Background: an optimization exercise with open tools, aiming at small area and a short achievable clock period. Do not read the settings as production practice.
In this exercise RTL edits were held to simulation tests only and were not proved equivalent to the original.

==> flow/design.v, too long to show whole: its modules and the start of the top module <==
// module iir_DF1_Biquad: 1806 lines
// module iir_fa: 4 lines
// module iir_ha: 4 lines
// module iir_pg: 4 lines
// module iir_pgn: 4 lines
// module iir_pgm: 4 lines
// module iir_gp: 4 lines
// module iir_gg: 3 lines
// module iir_sr: 3 lines
module iir_DF1_Biquad (
  input clk,
  input rst,
  input signed [15:0] din,
  output signed [15:0] dout
);
  // ...
==> flow/flow/run.sh <==
#!/bin/bash
# The standard layout (the standard.sh, standard synthesis unchanged) with a few
# settings changed: clock tree synthesis inserts no dummy loads, the port buffers are
# buf_2 cells instead of the default delay buffers, and timing repair aims for a
# setup slack of 6.6 ns rather than 0.
set -euo pipefail
export CTS_ARGS="-sink_clustering_enable -repair_clock_nets -buf_list sky130_fd_sc_hd__clkbuf_8 -dont_use_dummy_load"
export BUFFER_PORTS_ARGS="-buffer_cell sky130_fd_sc_hd__buf_2"
export SETUP_SLACK_MARGIN=6.6
bash standard.sh > standard.log 2>&1
==> flow/standard.sh <==
#!/bin/bash
# synth_recipe.tcl (not shown) runs the flow's synth.tcl, then flattens the netlist and writes it again
# the make line also repeats each setting of config.mk as NAME=value (left out here)
make -C /OpenROAD-flow-scripts/flow DESIGN_CONFIG=/design/flow/config.mk WORK_HOME=/design/flow/orfs CLKGATE_MAP_FILE= SYNTH_SCRIPT=/design/flow/synth_recipe.tcl "${@:-finish}"
==> flow/config.mk <==
export PLATFORM = sky130hd
export DESIGN_NAME = iir_DF1_Biquad
export DESIGN_NICKNAME = iir_DF1_Biquad
export VERILOG_FILES = /design/flow/design.v
export SDC_FILE = /design/flow/constraint.sdc
export NUM_CORES = 4
export LEC_CHECK = 0
export CAP_MARGIN = 20
export CORE_MARGIN = 2
export CORE_UTILIZATION = 60
export CTS_BUF_LIST = sky130_fd_sc_hd__clkbuf_8
export PLACE_DENSITY = 0.8
export SLEW_MARGIN = 20
export SYNTH_HIERARCHICAL = 1
export SYNTH_MINIMUM_KEEP_SIZE = 0
==> flow/constraint.sdc <==
create_clock -name core_clock -period 11.0 [get_ports {clk}]
set_input_delay 2.2000 -clock core_clock [delete_from_list [all_inputs] [get_ports {clk}]]
set_output_delay 2.2000 -clock core_clock [all_outputs]
set_load 0.01 [all_outputs]
==> metrics list, run 1 <==
* Via count of the first global-routing pass: 7565
- For this run, the number of standard cells in the final layout without fillers is 1100.
* Crit path cell chain: buf_6 > fa_2 > fa_1 > fa_2 > fa_1 > fa_1 > fa_2 > fa_1 > fa_1
- Number of pins with negative max-slew slack in the final report: 0
- The clock passes through at most 2 buffers.
* CP max FO: 13
- Antenna Cells: 0
- Wire length per cell after detailed routing: 22.6 µm
* Most frequent cell after synthesis: sky130_fd_sc_hd__fa_1
- Based on the critical path, the design can be clocked at up to between 200 and 250 MHz.
- STA classifies the critical path endpoint as a flip-flop.
* Syn_nets: 1235
- Endpoint of the lowest-slack register-to-register path: c1_13
* Status: complete, no violations
* CP startpoint: y[11]
- Synth area leaders: sky130_fd_sc_hd__fa_1 58%, sky130_fd_sc_hd__dfxtp_1 19%, sky130_fd_sc_hd__ha_1 8.8%
- Most common cell after layout, fill and taps aside: sky130_fd_sc_hd__fa_1
- Non-Filler Cell Area, Final: 12100 µm²
* First-pass GRT wire length: between 40 and 50 mm
* GR Layer Usage met2: 0.497
- Synth Area in XOR/XNOR: 0.0124
- Worst flop-to-flop path startpoint: y[11]
- Of the total synthesized cell area, the portion taken by full adders, half adders and majority gates is 0.666.
* Slowest cell on the critical path: sky130_fd_sc_hd__fa_1
- 597 cells are multi-input combinational gates.
* Kind of cell with the highest combined delay on the critical path: adder cells
- Row generation in the floorplan step produced 50 rows.
* Start-to-end type of the worst setup path: flip-flop to flip-flop
* Number of clock buffer instances in the layout: 9
- Hold-critical path depth: 0
* Vias: 6161
- Most prevalent standard cell on the critical path: sky130_fd_sc_hd__fa_1
* Top Metal Used: met4
- Die span in x: roughly 140 µm
- Levels on crit path: 9
* Commonest non-fill, non-tap cells in the layout: 323 x sky130_fd_sc_hd__fa_1, 103 x sky130_fd_sc_hd__inv_1, 94 x sky130_fd_sc_hd__dfxtp_1
* Register fraction of the total cell area: 0.180
==> run 2, diff against run 1 <==
==> flow/flow/run.sh (replaced) <==
#!/bin/bash
# The standard layout (the standard.sh, standard synthesis unchanged) with a few
# settings changed: clock tree synthesis inserts no dummy loads, the port buffers are
# buf_2 cells instead of the default delay buffers, and timing repair aims for a
# setup slack of 7.0 ns rather than 0.
set -euo pipefail
export CTS_ARGS="-sink_clustering_enable -repair_clock_nets -buf_list sky130_fd_sc_hd__clkbuf_8 -dont_use_dummy_load"
export BUFFER_PORTS_ARGS="-buffer_cell sky130_fd_sc_hd__buf_2"
export SETUP_SLACK_MARGIN=7.0
bash standard.sh > standard.log 2>&1
==> metrics list, run 2 <==
- Status: complete, no violations (unchanged)
- The total core area was 18600 µm² (unchanged).
* Length of the first detailed-routing pass in iterations: 6 (was 4)
- The via count of the first global-routing pass is 7734 (was 7565).
* Worst path required time: 11.24 ns (was 11.28 ns)
- The type of element capturing the critical path is a flip-flop (unchanged).
* Count of maximum capacitance violations: 0 (unchanged)
- Number of instances in the synthesized netlist: 810 (unchanged)
* Data arrival time of the critical path: 4.52 ns (was 4.60 ns)
* Proportion of register bits with asynchronous set or reset after synthesis: 0 (unchanged)
- The transition at the pin with the smallest max-transition slack is 0.596 ns (was 0.656 ns).
- Reg2Reg Depth: 8 (was 9)
* Class of the tightest hold or removal check: flip-flop to flip-flop (unchanged)
- Crit path cell chain: fa_2 > fa_1 > fa_2 > fa_2 > fa_2 > fa_2 > fa_1 > fa_1 (was buf_6 > fa_2 > fa_1 > fa_2 > fa_1 > fa_1 > fa_2 > fa_1 > fa_1)
* GRT Overall Usage: 0.304 (was 0.281)
* First-pass GRT wire length: 43.0 mm (was 40.6 mm)
* Number of nets in the layout: 1341 (was 1293)
- The max-slew headroom at the worst pin was 0.603 (was 0.563).
* Count of input and output buffers: 33 (unchanged)
- Multi-input logic area: 9260 µm² (was 8790 µm²)
- Wirelength, routed: 28.6 mm (was 24.8 mm)
- The number of clock buffers inserted by TritonCTS is 9 (unchanged).
* Post-route antenna net violation count: 0 (unchanged)
- The cell with the most instances after synthesis was sky130_fd_sc_hd__fa_1 (unchanged).
- The shortest clock period the worst path allows after layout is 4.28 ns (was 4.32 ns).
- The leading cell type in the layout, fill and taps excluded is sky130_fd_sc_hd__fa_1 (unchanged).
* Post-route clock skew: 0.0380 ns (was 0.0332 ns)
* Count of pins on the block boundary: 34 (unchanged)
- The final sum of negative setup slack came to 0 ns (unchanged).
* CP startpoint: y[14] (was y[11])
- Wire length per cell after detailed routing: 24.9 µm (was 22.6 µm)
- Synth area leaders: sky130_fd_sc_hd__fa_1 58%, sky130_fd_sc_hd__dfxtp_1 19%, sky130_fd_sc_hd__ha_1 8.8% (unchanged)
* Mean Syn Cell Area: 14.0 µm² (unchanged)
* Share of synthesized area occupied by flip-flops and latches: 0.189 (unchanged)
* Vias: 6624 (was 6161)
- The max-slew violation count came to 0 (unchanged).
- Endpoint of the lowest-slack register-to-register path: c1_16 (was c1_13)
* H-tree depth reported by CTS: 3 (unchanged)
- RSZ-0062 raised after global routing: yes (was no).
- Flops & latches, synth: 107 (unchanged)
* Kind of start point of the critical path: flip-flop (unchanged)
* Final number of hold-violating endpoints: 0 (unchanged)
* # setup viols final: 0 (unchanged)
- Clock latency reported for the late side of the worst-skew pair: 0.39 ns (was 0.40 ns)
- The post-detailed-route via-to-cell ratio is 5.77 (was 5.60).
- The clock tree from TritonCTS was yes (unchanged).
* Syn_nets: 1235 (unchanged)
- Ranking of synthesized cells by instance count: 327 x sky130_fd_sc_hd__fa_1, 107 x sky130_fd_sc_hd__dfxtp_1, 103 x sky130_fd_sc_hd__inv_1 (unchanged)
- Commonest non-fill, non-tap cells in the layout: 239 x sky130_fd_sc_hd__fa_1, 88 x sky130_fd_sc_hd__fa_2, 87 x sky130_fd_sc_hd__inv_1 (was 323 x sky130_fd_sc_hd__fa_1, 103 x sky130_fd_sc_hd__inv_1, 94 x sky130_fd_sc_hd__dfxtp_1)
- Placer's final routability congestion estimate: 0.886 (was 0.896)
- The worst stage delay on the critical path came to 0.56 ns (was 0.54 ns).
- The total standard cell area after synthesis came to 11300 µm² (unchanged).
* Post-route fraction of the period consumed by the critical path: 0.389 (was 0.393)
- The hold path startpoint was xa[6] (was y[15]).
- Initial cell density of the core: 0.608 (unchanged)
- Largest net degree at the start of global routing: 35 (unchanged)
- Post-synthesis cell type with the largest combined area: sky130_fd_sc_hd__fa_1 (unchanged)
- The detailed router's first-iteration violation count is 413 (was 234).
* Worst flop-to-flop path startpoint: y[14] (was y[11])
- Clock tree root buffer cell: sky130_fd_sc_hd__clkbuf_8 (unchanged)
- Core utilization of the finished layout: 0.704 (was 0.648)
- Die area: 20000 µm² (unchanged)
- Register-to-register path setup slack: 6.72 ns (was 6.68 ns)
- The largest fanout on the critical path came to 2 (was 13).
- The clock transition at the registers of the reported paths was 0.11 ns (about the same).
* Most prevalent standard cell on the critical path: sky130_fd_sc_hd__fa_2 (was sky130_fd_sc_hd__fa_1)
* Overflow left after global routing: 0 (unchanged)
- The maximum frequency from static timing analysis came to 234 MHz (was 231 MHz).
- The number of antenna violations at the first check in global routing was 0 (unchanged).
- Antenna Cells: 0 (unchanged)
* Largest registers in the final layout: xa x16, xb x16, y x16 (unchanged)
* Number of remaining DRC errors: 0 (unchanged)
- The commonest register cell after synthesis is sky130_fd_sc_hd__dfxtp_1 (unchanged).
* Termination of the worst setup path: c1_16 (was c1_13)
- Sequential cell area: 2260 µm² (was 2180 µm²)
* Maximum count of clock buffers along a single path: 2 (unchanged)
* Height of the chip: 141 µm (unchanged)
- Die span in x: 141 µm (unchanged)
- HPWL after detailed placement: 19.6 mm (was 20.0 mm)
- Synth cell types: 14 (unchanged)
- Post-CTS Hold Fix Bufs: 0 (unchanged)
* Number of enable flip-flop cells after synthesis: 0 (unchanged)
- The share of layout cells above drive strength 1 is 0.306 (was 0.0878).
- Number of filler cells placed in the layout: 1205 (was 1326)
* Slowest cell on the critical path: sky130_fd_sc_hd__fa_2 (was sky130_fd_sc_hd__fa_1)
* Yosys synthesis warning count: 7 (unchanged)
- Core Rows: 50 (unchanged)
- Fraction of synthesized cell area taken by the top area cell type: 0.578 (unchanged)
- Number of clock sinks: 107 (unchanged)
* Start-to-end type of the worst setup path: flip-flop to flip-flop (unchanged)
- The signed area change from the synthesized netlist to the final layout is 15.9% (was 6.62%).
==> run 2: changes by cell type in the layout (fill, tap and decap cells not counted), moves of 10 or more <==
cell,previous run,this run
sky130_fd_sc_hd__buf_2,33,21
sky130_fd_sc_hd__buf_4,14,58
sky130_fd_sc_hd__dfxtp_1,94,65
sky130_fd_sc_hd__dfxtp_2,5,15
sky130_fd_sc_hd__dfxtp_4,8,27
sky130_fd_sc_hd__fa_1,323,239
sky130_fd_sc_hd__fa_2,4,88
sky130_fd_sc_hd__ha_1,80,64
sky130_fd_sc_hd__ha_4,0,16
sky130_fd_sc_hd__inv_1,103,87
sky130_fd_sc_hd__inv_2,0,13
==> run 2: cells by family after synthesis <==
group | synth area share
adder cells (fa/ha/maj) | 0.666
AND/OR/NAND/NOR | 0.0600
flip-flops | 0.189
buffers and inverters | 0.0360
AO/OA/AOI/OAI | 0.0364
XOR/XNOR | 0.0124
==> run 2: layer usage <==
| metal | GRT usage | wire length, µm | vias up |
|---|---|---|---|
| li1 | - | - | 2674 |
| met1 | 0.333 | 9410 | 3560 |
| met2 | 0.546 | 15400 | 278 |
| met3 | 0.0510 | 1590 | 112 |
| met4 | 0.202 | 2240 | 0 |
| met5 | 0 | 0 | - |
==> run 2: critical path, delay by kind of cell, from the launching register on <==
| kind | cells | cell delay, ns |
|---|---|---|
| adders and majority gates | 8 | 3.72 |
| DFF | 1 | 0.40 |
==> run 2: worst min-delay path by stage <==
stage / end / depth (start not counted)
final: xb[6] / 1
after global routing: xb[6] / 1
after CTS: xb[4] / 1
after detailed placement: xb[15] / 1
after global placement: xb[15] / 1
after floorplan: xb[15] / 1
==> run 2: area by class of cell <==
cell class | instances | share of cell area
tap | 234 | 0.0223
clock buffer | 9 | 0.00944
multi-input combinational | 598 | 0.705
sequential | 107 | 0.172
timing repair buffer | 97 | 0.0600
inverter | 103 | 0.0309
==> run 2: Yosys stat by module (local to each module, per instance) <==
module,flip-flops and latches,cell area [µm²],copies in the design,cells inside
iir_DF1_Biquad,107,3030,1,287
iir_fa,0,20.0,327,1
iir_gg,0,7.51,19,1
iir_gp,0,13.8,36,2
iir_ha,0,12.5,44,1
iir_pg,0,12.5,29,1
iir_sr,0,12.5,16,2
==> run 2: metrics by stage <==
stage	cell area [µm²]	hold slack, ns	setup WS [ns]	instances
after floorplan	11500	0.501	6.85	810
after global placement	11900	0.573	6.58	1075
after detailed placement	11900	0.570	6.49	1075
after CTS	12900	0.534	6.78	1144
after global routing	13100	0.545	6.64	1148
final	13100	0.532	6.72	1148
==> run 2: timing repair <==
| action | in CTS | in global routing |
|---|---|---|
| gates resized for setup | 109 | 54 |
| pin swaps | 42 | 72 |
| endpoints found under the setup margin | 47 | 41 |
| buffers inserted | 60 | 3 |
| gates cloned | 0 | 1 |
==> run 3, diff against run 2 <==
==> flow/flow/run.sh (replaced) <==
#!/bin/bash
# The standard layout (the standard.sh, standard synthesis unchanged) with a few
# settings changed: clock tree synthesis inserts no dummy loads, the port buffers are
# buf_2 cells instead of the default delay buffers, and timing repair aims for a
# setup slack of 6.7 ns rather than 0.
set -euo pipefail
export CTS_ARGS="-sink_clustering_enable -repair_clock_nets -buf_list sky130_fd_sc_hd__clkbuf_8 -sink_clustering_size 12 -dont_use_dummy_load"
export BUFFER_PORTS_ARGS="-buffer_cell sky130_fd_sc_hd__buf_2"
export SETUP_SLACK_MARGIN=6.7
bash standard.sh > standard.log 2>&1
==> metrics list, run 3 <==
- The sequential share of the synthesized area is 0.189 (unchanged).
- Worst path required time: 11.26 ns (was 11.24 ns)
- The worst hold path class was flip-flop to flip-flop (unchanged).
- Antenna Cells: 0 (unchanged)
- Clock tree root buffer cell: sky130_fd_sc_hd__clkbuf_8 (unchanged)
- Actual transition at the worst max-transition pin: 0.663 ns (was 0.596 ns)
* Largest net degree at the start of global routing: 35 (unchanged)
- Wirelength, routed: 25.6 mm (was 28.6 mm)
- The count of synthesis-stage warnings from yosys came to 7 (unchanged).
* Count of maximum capacitance violations: 0 (unchanged)
- The number of levels the H-tree was split into was 3 (unchanged).
* Kind of start point of the critical path: flip-flop (unchanged)
- The number of antenna violations at the first check in global routing came to 0 (unchanged).
* Synth area leaders: sky130_fd_sc_hd__fa_1 58%, sky130_fd_sc_hd__dfxtp_1 19%, sky130_fd_sc_hd__ha_1 8.8% (unchanged)
- Ranking of synthesized cells by instance count: 327 x sky130_fd_sc_hd__fa_1, 107 x sky130_fd_sc_hd__dfxtp_1, 103 x sky130_fd_sc_hd__inv_1 (unchanged)
* Syn_nets: 1235 (unchanged)
- The port buffer count came to 33 (unchanged).
* Initial cell density of the core: 0.608 (unchanged)
- The total of flip-flops plus latches after synthesis is 107 (unchanged).
- The last weighted congestion value of the routability-driven placer was 0.897 (was 0.886).
- The number of nets still failing antenna checks after routing came to 0 (unchanged).
* Post-route clock skew: 0.0286 ns (was 0.0380 ns)
- Die span in x: 141 µm (unchanged)
- Metal-1 WL: 8.43 mm (was 9.41 mm)
- Register-to-register path setup slack: 6.77 ns (was 6.72 ns)
* Kind of end point of the critical path: flip-flop (unchanged)
- The area share of the largest cell type after synthesis came to 0.578 (unchanged).
- The cell occurring most often along the worst timing path is sky130_fd_sc_hd__fa_1 (was sky130_fd_sc_hd__fa_2).
- Slowest cell on the critical path: sky130_fd_sc_hd__fa_2 (unchanged)
- Overflow left after global routing: 0 (unchanged)
- The post-synthesis area per instance was 14.0 µm² (unchanged).
- Most frequent cell after synthesis: sky130_fd_sc_hd__fa_1 (unchanged)
- The final routed DRC violation total was 0 (unchanged).
- Area grow syn2layout: 8.53% (was 15.9%)
- Netlist Area Pre-Place: 11300 µm² (unchanged)
* Reg2Reg Depth: 9 (was 8)
- Share of cells above drive strength 1: 0.128 (was 0.306)
* Worst flop-to-flop path startpoint: y[14] (unchanged)
- The clock transition at the registers of the reported paths is 0.11 ns (about the same).
- First-pass GRT wire length: 40.7 mm (was 43.0 mm)
- CP max FO: 13 (was 2)
- Largest registers in the final layout: xa x16, xb x16, y x16 (unchanged).
- Non-filler instance count after layout: 1116 (was 1148)
- The maximum frequency from static timing analysis is 237 MHz (was 234 MHz).
- The cell type group with the largest total delay on the critical path is adder cells (unchanged).
* CP startpoint: y[14] (unchanged)
- The critical path class is flip-flop to flip-flop (unchanged).
- RSZ-0062 raised after global routing: no (was yes)
- Endpoint of the lowest-slack register-to-register path: c1_16 (unchanged)
* Wire length per cell after detailed routing: 22.9 µm (was 24.9 µm)
* Non-Filler Cell Area, Final: 12300 µm² (was 13100 µm²)
* Routed via count divided by cell count: 5.66 (was 5.77)
- The count of cell instances traversed by the critical path came to 9 (was 8).
- The number of clock buffers inserted by TritonCTS was 9 (unchanged).
- Commonest non-fill, non-tap cells in the layout: 318 x sky130_fd_sc_hd__fa_1, 103 x sky130_fd_sc_hd__inv_1, 83 x sky130_fd_sc_hd__dfxtp_1 (was 239 x sky130_fd_sc_hd__fa_1, 88 x sky130_fd_sc_hd__fa_2, 87 x sky130_fd_sc_hd__inv_1).
- The distinct cell type count after synthesis is 14 (unchanged).
* Most common cell after layout, fill and taps aside: sky130_fd_sc_hd__fa_1 (unchanged)
- Worst slew margin relative to its limit: 0.558 (was 0.603)
- DRT iter0 DRCs: 341 (was 413)
- Count of pins on the block boundary: 34 (unchanged)
- The final sum of negative setup slack is 0 ns (unchanged).
* Status: complete, no violations (unchanged)
* Core Rows: 50 (unchanged)
* Number of cells in the design after placement: 1079 (was 1075)
- The commonest register cell after synthesis is sky130_fd_sc_hd__dfxtp_1 (unchanged).
- Placeable Area: 18600 µm² (unchanged)
* Number of instances in the synthesized netlist: 810 (unchanged)
* Number of clock sinks: 107 (unchanged)
- The net count of the finished layout came to 1309 (was 1341).
- Placed cell area: 11800 µm² (was 11900 µm²)
* Height of the chip: 141 µm (unchanged)
- Number of pins with negative max-slew slack in the final report: 0 (unchanged)
* Core utilization of the finished layout: 0.660 (was 0.704)
- The clock tree from TritonCTS is yes (unchanged).
* Number of enable flip-flop cells after synthesis: 0 (unchanged)
- The met2 wire length came to 13.8 mm (was 15.4 mm).
- The via count came to 6312 (was 6624).
- The die area came to 20000 µm² (unchanged).
- CP Buf/Inv Count: 1 (was 0)
- The data arrival time of the worst path is 4.48 ns (was 4.52 ns).
- Final number of hold-violating endpoints: 0 (unchanged)
- Top Metal Used: met4 (unchanged)
- The final cycle utilization of the critical path is 0.384 (was 0.389).
- Crit path cell chain: buf_12 > fa_2 > fa_1 > fa_2 > fa_1 > fa_1 > fa_2 > fa_1 > fa_1 (was fa_2 > fa_1 > fa_2 > fa_2 > fa_2 > fa_2 > fa_1 > fa_1).
- GRT Overall Usage: 0.284 (was 0.304)
- Termination of the worst setup path: c1_16 (unchanged)
- Clock latency reported for the late side of the worst-skew pair: 0.40 ns (was 0.39 ns)
* HPWL after detailed placement: 20.2 mm (was 19.6 mm)
- Worst stage delay on the critical path: 0.56 ns (about the same)
- Via count of the first global-routing pass: 7493 (was 7734)
* Amount of wire on met3 after detailed routing: 1.65 mm (was 1.59 mm)
- The number of iterations in the first detailed-routing pass is 4 (was 6).
* Proportion of register bits with asynchronous set or reset after synthesis: 0 (unchanged)
- # setup viols final: 0 (unchanged)
* Shortest clock period the worst path allows after layout: 4.23 ns (was 4.28 ns)
* Maximum count of clock buffers along a single path: 2 (unchanged)
* Post-synthesis cell type with the largest combined area: sky130_fd_sc_hd__fa_1 (unchanged)
[run 3: cell counts after synthesis]
Identical to the previous run, type by type.
[run 3: worst min path at each step]
stage	slack (ns)	end	depth (start not counted)	start
3_3_place_gp	0.56	xb[15]	1	xa[15]
2_1_floorplan	0.50	xb[15]	1	xa[15]
6_report	0.55	c0_29	1	y[14]
3_5_place_dp	0.57	xb[15]	1	xa[15]
5_1_grt	0.56	c0_29	1	y[14]
4_1_cts	0.56	c0_29	1	y[14]
[run 3: per-stage QoR]
step                      setup slack [ns]  hold slack, ns
after floorplan                       6.70           0.501
after global placement                6.39           0.562
after detailed placement              6.31           0.571
after CTS                             6.70           0.558
after global routing                  6.68           0.562
final                                 6.77           0.546
[run 3: kinds of logic after synthesis]
family,Yosys count,synth area share
AOI/OAI and AO/OA,55,0.0364
and+or+nand+nor,119,0.0600
buffers and inverters,106,0.0360
adders and majority gates,407,0.666
xor gates and xnor gates,16,0.0124
DFF,107,0.189
[run 3: per-module statistics from Yosys (local to each module, per instance)]
module | flops+latches | times used | cells | cell area (µm²)
iir_DF1_Biquad | 107 | 1 | 287 | 3030
iir_sr | 0 | 16 | 2 | 12.5
iir_gp | 0 | 36 | 2 | 13.8
iir_gg | 0 | 19 | 1 | 7.51
iir_ha | 0 | 44 | 1 | 12.5
iir_pg | 0 | 29 | 1 | 12.5
iir_fa | 0 | 327 | 1 | 20.0
[run 3: metal layers]
| layer | global-route usage | up-vias |
|---|---|---|
| li1 | - | 2597 |
| met1 | 0.326 | 3350 |
| met2 | 0.502 | 265 |
| met3 | 0.0530 | 100 |
| met4 | 0.161 | 0 |
| met5 | 0 | - |
[run 3: cell type report]
class                   count  area (µm²)
repair buffers             66         437
well taps                 234         293
clock buffers               9         124
fillers                  1296        6350
flip-flops and latches    107        2200
inverters                 103         387
multi-input cells         597        8850
[run 3: what timing repair did]
action	4_1_cts	5_1_grt
pin swaps	3	9
hold buffers	0	0
buffers inserted	16	12
hold endpoints to repair	0	0
endpoints found under the setup margin	36	24
resized for setup	24	21
gates cloned	0	0
==> run 4, diff against run 3 <==
==> flow/flow/run.sh (replaced) <==
#!/bin/bash
# The standard layout (the standard.sh, standard synthesis unchanged) with a few
# settings changed: clock tree synthesis inserts no dummy loads, the port buffers are
# buf_2 cells instead of the default delay buffers, and timing repair aims for a
# setup slack of 6.7 ns rather than 0.
set -euo pipefail
export CTS_ARGS="-sink_clustering_enable -repair_clock_nets -buf_list {sky130_fd_sc_hd__clkbuf_8 sky130_fd_sc_hd__clkbuf_16} -dont_use_dummy_load"
export BUFFER_PORTS_ARGS="-buffer_cell sky130_fd_sc_hd__buf_2"
export SETUP_SLACK_MARGIN=6.7
bash standard.sh > standard.log 2>&1
==> metrics list, run 4 <==
- Commonest non-fill, non-tap cells in the layout: 320 x sky130_fd_sc_hd__fa_1, 103 x sky130_fd_sc_hd__inv_1, 83 x sky130_fd_sc_hd__dfxtp_1 (was 318 x sky130_fd_sc_hd__fa_1, 103 x sky130_fd_sc_hd__inv_1, 83 x sky130_fd_sc_hd__dfxtp_1).
- DRT iter0 DRCs: 369 (was 341)
* Hold_ws: 0.537 ns (was 0.546 ns)
- The type of element capturing the critical path is a flip-flop (unchanged).
- Status: complete, no violations (unchanged)
- Most common cell after layout, fill and taps aside: sky130_fd_sc_hd__fa_1 (unchanged)
* GRT Overall Usage: 0.285 (was 0.284)
* Worst stage delay on the critical path: 0.53 ns (was 0.56 ns)
- Number of buffers created by CTS: 9 (unchanged)
- The cell with the most instances after synthesis is sky130_fd_sc_hd__fa_1 (unchanged).
- Height of the chip: 141 µm (unchanged)
- Synth area leaders: sky130_fd_sc_hd__fa_1 58%, sky130_fd_sc_hd__dfxtp_1 19%, sky130_fd_sc_hd__ha_1 8.8% (unchanged).
* Synth cell types: 14 (unchanged)
- Mean Syn Cell Area: 14.0 µm² (unchanged)
- The cell occurring most often along the worst timing path was sky130_fd_sc_hd__fa_1 (unchanged).
- Worst slew margin relative to its limit: 0.545 (was 0.558)
- Share of cells above drive strength 1: 0.120 (was 0.128)
- Largest net degree at the start of global routing: 35 (unchanged)
* Placer's final routability congestion estimate: 0.897 (unchanged)
* CTS tree: yes (unchanged)
* RSZ-0062 raised after global routing: yes (was no)
- The worst hold path class was flip-flop to flip-flop (unchanged).
* Yosys synthesis warning count: 7 (unchanged)
- The met2 usage in global routing was 0.505 (was 0.502).
- Number of remaining DRC errors: 0 (unchanged)
- Syn_nets: 1235 (unchanged)
- The total of flip-flops plus latches after synthesis was 107 (unchanged).
- Largest registers in the final layout: xa x16, xb x16, y x16 (unchanged)
* Kind of cell with the highest combined delay on the critical path: adder cells (unchanged)
* H-tree depth reported by CTS: 3 (unchanged)
- The cell taking the most area after synthesis is sky130_fd_sc_hd__fa_1 (unchanged).
* Routed via count divided by cell count: 5.72 (was 5.66)
* Core Rows: 50 (unchanged)
- Met3 track demand over resource in global routing: 0.0543 (was 0.0530)
- # setup viols final: 0 (unchanged)
- The signed area change from the synthesized netlist to the final layout is 8.86% (was 8.53%).
- The number of antenna violations at the first check in global routing was 0 (unchanged).
- Via count of the first global-routing pass: 7643 (was 7493)
* Post-route fraction of the period consumed by the critical path: 0.384 (about the same)
- Post-CTS Hold Fix Bufs: 0 (unchanged)
* Antenna Cells: 0 (unchanged)
- The area share of the largest cell type after synthesis was 0.578 (unchanged).
- The total half-perimeter wirelength after legalization and detailed placement was 20.2 mm (unchanged).
- Overflow left after global routing: 0 (unchanged)
- Ranking of synthesized cells by instance count: 327 x sky130_fd_sc_hd__fa_1, 107 x sky130_fd_sc_hd__dfxtp_1, 103 x sky130_fd_sc_hd__inv_1 (unchanged)
- The max-slew violation count is 0 (unchanged).
- The clock insertion delay at the later pin of the skew report is 0.36 ns (was 0.40 ns).
* Crit path cell chain: buf_8 > fa_2 > fa_1 > fa_2 > fa_1 > fa_1 > fa_1 > fa_1 > fa_1 (was buf_12 > fa_2 > fa_1 > fa_2 > fa_1 > fa_1 > fa_2 > fa_1 > fa_1)
* Die area: 20000 µm² (unchanged)
* Wire length per cell after detailed routing: 23.3 µm (was 22.9 µm)
- Pre-CTS worst setup slack: 6.31 ns (unchanged)
* Worst Setup Slack, final: 6.77 ns (about the same)
- The clock root buffer is sky130_fd_sc_hd__clkbuf_16 (was sky130_fd_sc_hd__clkbuf_8).
- The critical path launch point type was a flip-flop (unchanged).
- The clock transition at the registers of the reported paths came to 0.08 ns (was 0.11 ns).
- Count of input and output buffers: 33 (unchanged)
- Placeable Area: 18600 µm² (unchanged)
- Netlist Area Pre-Place: 11300 µm² (unchanged)
* Post-route antenna net violation count: 0 (unchanged)
- The worst setup skew after layout was 0.0202 ns (was 0.0286 ns).
- The net count of the finished layout came to 1304 (was 1309).
* Data arrival time of the critical path: 4.45 ns (was 4.48 ns)
- The maximum count of clock buffers along a single path came to 2 (unchanged).
- Slowest cell on the critical path: sky130_fd_sc_hd__fa_1 (was sky130_fd_sc_hd__fa_2)
- Number of clock sinks: 107 (unchanged)
- Number of instances in the synthesized netlist: 810 (unchanged)
- Initial cell density of the core: 0.608 (unchanged)
* Count of pins on the block boundary: 34 (unchanged)
- The number of iterations in the first detailed-routing pass came to 4 (unchanged).
- The largest fanout on the critical path came to 13 (unchanged).
* Share of synthesized area occupied by flip-flops and latches: 0.189 (unchanged)
* Met1 layer usage reported by global route: 0.319 (was 0.326)
- The commonest register cell after synthesis is sky130_fd_sc_hd__dfxtp_1 (unchanged).
- Most Crowded Layer GR: met2 (unchanged)
* Shortest clock period the worst path allows after layout: 4.23 ns (about the same)
- The worst endpoint required time was 11.22 ns (was 11.26 ns).
- The number of flops mapped to enable cells by yosys is 0 (unchanged).
- The count of buffering cells on the critical path with inverters included was 1 (unchanged).
* Peak clock frequency supported by timing: 237 MHz (about the same)
- Final number of hold-violating endpoints: 0 (unchanged)
- The via count was 6356 (was 6312).
- The reg-to-reg setup timing slack came to 6.77 ns (about the same).
* Wirelength, routed: 25.9 mm (was 25.6 mm)
- Final setup TNS: 0 ns (unchanged)
- The transition at the pin with the smallest max-transition slack is 0.683 ns (was 0.663 ns).
- The max-cap violation count was 0 (unchanged).
- The critical path class is flip-flop to flip-flop (unchanged).
- Die span in x: 141 µm (unchanged)
- The post-synthesis async set-or-reset flop share came to 0 (unchanged).
- First-pass GRT wire length: 40.8 mm (was 40.7 mm)
* Number of filler cells placed in the layout: 1286 (was 1296)
## run 4: cell counts after synthesis
Identical to the previous run, type by type.
## run 4: repair_timing
action / CTS / global route
pin swaps: 3 / 4
buffers inserted: 12 / 11
gates resized for setup: 25 / 15
endpoints found under the hold margin: 0 / 0
endpoints found under the setup margin: 34 / 28
## run 4: routing by layer
layer,part of all wire,up-vias,wire length [µm]
li1,-,2583,-
met2,0.54,240,14000
met4,0.070,0,1800
met5,0,-,0
met1,0.33,3423,8550
met3,0.059,110,1520
## run 4: final cells by class
type	count	area (µm²)	share of cell area
sequential	107	2200	0.179
timing repair buffer	61	390	0.0317
inverter	103	387	0.0313
multi-input combinational	597	8840	0.716
tap	234	293	0.0237
clock buffer	9	225	0.0183
## run 4: worst paths after layout
path,start,endpoint,depth (start not counted)
worst max register to register,y[14],c1_16,9
worst min-delay path,y[15],c1_29,1
worst max-delay path,y[14],c1_16,9
worst min register to register,y[15],c1_29,1
## run 4: kinds of logic after synthesis
logic type | after synthesis | synth area share
XOR/XNOR | 16 | 0.0124
buffers and inverters | 106 | 0.0360
flip-flops | 107 | 0.189
adder cells (fa/ha/maj) | 407 | 0.666
AO/OA/AOI/OAI | 55 | 0.0364
AND/OR/NAND/NOR | 119 | 0.0600
## run 4: per-module statistics from Yosys, one instance, submodules excluded
module / flip-flops and latches / times used / cell area (µm²)
iir_gg: 0 / 19 / 7.51
iir_sr: 0 / 16 / 12.5
iir_DF1_Biquad: 107 / 1 / 3030
iir_ha: 0 / 44 / 12.5
iir_gp: 0 / 36 / 13.8
iir_fa: 0 / 327 / 20.0
iir_pg: 0 / 29 / 12.5
## run 4: stage by stage
step | cell area [µm²] | utilization | instances
2_1_floorplan | 11300 | - | 810
3_3_place_gp | 11800 | 0.634 | 1079
3_5_place_dp | 11800 | 0.634 | 1079
4_1_cts | 12200 | 0.655 | 1100
5_1_grt | 12300 | 0.662 | 1111
6_report | 12300 | 0.662 | 1111
## run 4: worst reg2reg max path, cell delays in order, from the launching register on
cell and delay, ns:
sky130_fd_sc_hd__dfxtp_1 0.32, sky130_fd_sc_hd__buf_8 0.17, sky130_fd_sc_hd__fa_2 0.41, sky130_fd_sc_hd__fa_1 0.46, sky130_fd_sc_hd__fa_2 0.35, sky130_fd_sc_hd__fa_1 0.51, sky130_fd_sc_hd__fa_1 0.45, sky130_fd_sc_hd__fa_1 0.49
sky130_fd_sc_hd__fa_1 0.53, sky130_fd_sc_hd__fa_1 0.40

-- what the ideal ports hide --
How much do the figures lean on ideal ports? The routed layouts below were timed once more, with nothing changed but the port constraints. Step 1, drivers: a clkbuf_16 drives clk and a buf_2 each remaining input, both assumed. Step 2 moves the port delays by t, midway between the first and last clock arrival at a register: inputs arrive t later, outputs are due t later. That takes back most of the time a late clock gives input paths. Slacks: ideal ports / drivers / drivers and shift; pairs: ideal ports / drivers.
run | shift t [ns] | setup slack, ns | worst hold slack (ns) | worst register clock-pin slew, ns
run 1 | 0.426 | 6.680 / 6.680 / 6.505 | 0.524 / 0.524 / 0.524 | 0.12 / 0.12
run 2 | 0.417 | 6.721 / 6.721 / 6.460 | 0.532 / 0.532 / 0.532 | 0.11 / 0.11
run 3 | 0.426 | 6.774 / 6.774 / 6.429 | 0.546 / 0.546 / 0.546 | 0.11 / 0.11
run 4 | 0.398 | 6.775 / 6.775 / 6.451 | 0.537 / 0.537 / 0.537 | 0.08 / 0.08
After both steps setup and hold are still met in every run listed. The setup slack of run 3, which loses most, moves by 0.000 ns with the drivers and by -0.345 ns with both steps.
